Context: an optimization exercise on an open-source flow, tuned for small area and a short achievable clock period. The choices shown serve that exercise and are no tape-out recipe. The RTL was checked by simulation tests, not by an equivalence proof against the original design.

==> inputs of build 89 <==
Design cordicsqrt, start of the top module:
module cordicsqrt (
    input [15:0] N,
    input clk, in_valid,
    output [15:0] sqrt,
    output out_valid
  );
  wire [0:0] v = in_valid;
  wire [3:0] idx = N_q1[15] ? 4'd0 : N_q1[14] ? 4'd1 : N_q1[13] ? 4'd2 : N_q1[12] ? 4'd3 : N_q1[11] ? 4'd4 : N_q1[10] ? 4'd5 : N_q1[9] ? 4'd6 : N_q1[8] ? 4'd7 : N_q1[7] ? 4'd8 : N_q1[6] ? 4'd9 : N_q1[5] ? 4'd10 : N_q1[4] ? 4'd11 : N_q1[3] ? 4'd12 : N_q1[2] ? 4'd13 : N_q1[1] ? 4'd14 : N_q1[0] ? 4'd15 : 4'd0;
  wire [0:0] z = ~|N_q1;
  wire [15:0] nsh = N_q1 << idx;
  wire [12:0] m = nsh[14:2];
  wire [4:0] tag = ~v_q1 ? 5'd17 : z ? 5'd16 : {1'b0,idx};
  wire [12:0] xr0_op_1 = m_q2;
  wire [12:0] xr0_op_2 = m_q2;
  wire [12:0] xr0_op_3 = m_q2;
  wire [12:0] xr0_op_4 = m_q2;
  wire [12:0] xr0_op_5 = m_q2;
  wire [12:0] xr0_op_6 = m_q2;
  wire xr0_ha_7_s = xr0_op_1[10] ^ xr0_op_2[4];
  wire xr0_ha_7_c = xr0_op_1[10] & xr0_op_2[4];
  wire xr0_ha_8_s = xr0_op_1[11] ^ xr0_op_2[5];
  wire xr0_ha_8_c = xr0_op_1[11] & xr0_op_2[5];
  wire xr0_fa_9_s = xr0_op_1[12] ^ xr0_op_2[6] ^ xr0_op_3[4];
  wire xr0_fa_9_c = (xr0_op_1[12] & xr0_op_2[6]) | (xr0_op_1[12] & xr0_op_3[4]) | (xr0_op_2[6] & xr0_op_3[4]);
  wire xr0_ha_10_s = ~xr0_op_4[2] ^ ~xr0_op_5[0];
  wire xr0_ha_10_c = ~xr0_op_4[2] & ~xr0_op_5[0];
  wire xr0_fa_11_s = xr0_op_2[7] ^ xr0_op_3[5] ^ ~xr0_op_4[3];
  wire xr0_fa_11_c = (xr0_op_2[7] & xr0_op_3[5]) | (xr0_op_2[7] & ~xr0_op_4[3]) | (xr0_op_3[5] & ~xr0_op_4[3]);
  wire xr0_fa_12_s = xr0_op_2[8] ^ xr0_op_3[6] ^ ~xr0_op_4[4];
  ...
Settings: LEC_CHECK=0, CAP_MARGIN=20, CORE_MARGIN=2, CORE_UTILIZATION=70, PLACE_DENSITY=0.75, SLEW_MARGIN=20; clock period 10.0 ns.
standard.sh (not shown) runs the stock make flow with config.mk's settings and CLKGATE_MAP_FILE= SYNTH_SCRIPT=/design/flow/synth_recipe.tcl, a recipe that flattens the netlist after the stock synthesis.
==> flow/flow/run.sh <==
#!/bin/bash
set -o pipefail
export SETUP_SLACK_MARGIN=${MARGIN:-6.9}
export CTS_ARGS="-sink_clustering_enable -repair_clock_nets -sink_clustering_size ${CSIZE:-20} -sink_clustering_max_diameter ${CDIAM:-80} -dont_use_dummy_load -buf_list {sky130_fd_sc_hd__clkbuf_16}"
bash standard.sh > standard.log 2>&1
==> inputs of build 47, as changes to build 89 <==
==> flow/flow/run.sh (replaced) <==
#!/bin/bash
set -o pipefail
export SETUP_SLACK_MARGIN=${MARGIN:-6.9}
export CTS_ARGS="-sink_clustering_enable -repair_clock_nets -sink_clustering_size ${CSIZE:-30} -sink_clustering_max_diameter ${CDIAM:-120} -dont_use_dummy_load -buf_list {sky130_fd_sc_hd__clkbuf_16}"
bash standard.sh > standard.log 2>&1
--- a/flow/config.mk
+++ b/flow/config.mk
@@ -6,7 +6,7 @@
 export NUM_CORES = 4
 export LEC_CHECK = 0
+export ABC_AREA = 1
 export CAP_MARGIN = 20
 export CORE_MARGIN = 2
-export CORE_UTILIZATION = 70
-export PLACE_DENSITY = 0.75
+export CORE_UTILIZATION = 60
 export SLEW_MARGIN = 20
==> inputs of build 71, as changes to build 89 <==
==> flow/flow/run.sh (replaced) <==
#!/bin/bash
set -o pipefail
export SETUP_SLACK_MARGIN=${MARGIN:-6.6}
bash standard.sh > standard.log 2>&1
--- a/flow/config.mk
+++ b/flow/config.mk
@@ -8,5 +8,4 @@
 export CAP_MARGIN = 20
 export CORE_MARGIN = 2
-export CORE_UTILIZATION = 70
-export PLACE_DENSITY = 0.75
+export CORE_UTILIZATION = 40
 export SLEW_MARGIN = 20
==> notes <==
- In synthesized area, build 89 and build 71 do not differ.
- In build 89 the critical path depth is lower than in build 47, by 20.
- Final cell count, lowest first: build 89, build 47, build 71.
- Between build 71 and build 47, the lower count of clock-buffer cells in the layout is in build 47 (gap 89).
- Against build 89, the die area of build 47 is higher by about 11%.
- Of build 89 and build 47, build 89 has the higher global-route usage (gap 4.4 points).
- In build 89 the worst hold slack is better than in build 71, by 0.0085 ns.
==> figures <==
	build 71	build 47	build 89
Post-synthesis share of cell area spent on full adders, half adders and majority gates	21.91%	22.90%	21.91%
Met2 track demand over resource in global routing	32.46%	46.84%	57.12%
Met3 Wirelength	6503 microns	6443 microns	8123 microns
Area share of the largest cell type after synthesis	33.84%	35.43%	33.84%
Capture point of the worst reg-to-reg path	ry9_q14[13]$_DFF_P_	res_q20[0]$_DFF_P_	res_q20[1]$_DFF_P_
Met2 Wirelength	59130 microns	56110 microns	60830 microns
Area of placed instances	52640 sq um	49960 sq um	51720 sq um
Number of unique standard cell types used by synthesis	87	67	87
Register share of the cell area	30.41%	31.43%	31.70%
Outcome	complete, no violations	complete, no violations	complete, no violations
Non-filler cells, final	7305	6900	6530
Tapcells	1650	1060	950
Max stage delay on crit path	0.48 ns	0.34 ns	0.52 ns
DRT met1 WL	53100 microns	52790 microns	49730 microns
Global Route Usage Sum	18.89%	27.97%	32.40%
Largest clock skew in the final design	0.02807 ns	0.08234 ns	0.02516 ns
Origin of the worst setup path	d8_q13$_DFF_P_	ps_fb_q19[1]$_DFF_P_	ps_fb_q19[10]$_DFF_P_
Smallest hold slack	0.3083 ns	0.2969 ns	0.3168 ns

==> what the ideal ports hide <==
Ports are ideal in the flow. The routed layouts listed here were re-timed in OpenROAD.
Step 1 (the two cells are an assumption about what drives the block):
set clk [get_ports {clk}]
set_driving_cell -lib_cell sky130_fd_sc_hd__clkbuf_16 $clk
set_driving_cell -lib_cell sky130_fd_sc_hd__buf_2 [delete_from_list [all_inputs] $clk]
Step 2, shift: input delay + t, output delay - t, t = (earliest + latest rising clock arrival at the registers) / 2. This alone moves slack from input paths to output paths.
Slacks: no drivers / after step 1 / after step 2; pairs: no drivers / after step 1.
| run | shift t [ns] | setup WS [ns] | hold WS [ns] |
|---|---|---|---|
| build 89 | 0.678 | 6.830 / 6.830 / 6.830 | 0.317 / 0.317 / 0.317 |
| build 47 | 0.631 | 6.195 / 6.195 / 6.195 | 0.297 / 0.297 / 0.297 |
| build 71 | 0.758 | 6.699 / 6.636 / 6.699 | 0.308 / 0.308 / 0.308 |
After both steps every run listed still meets setup and hold.
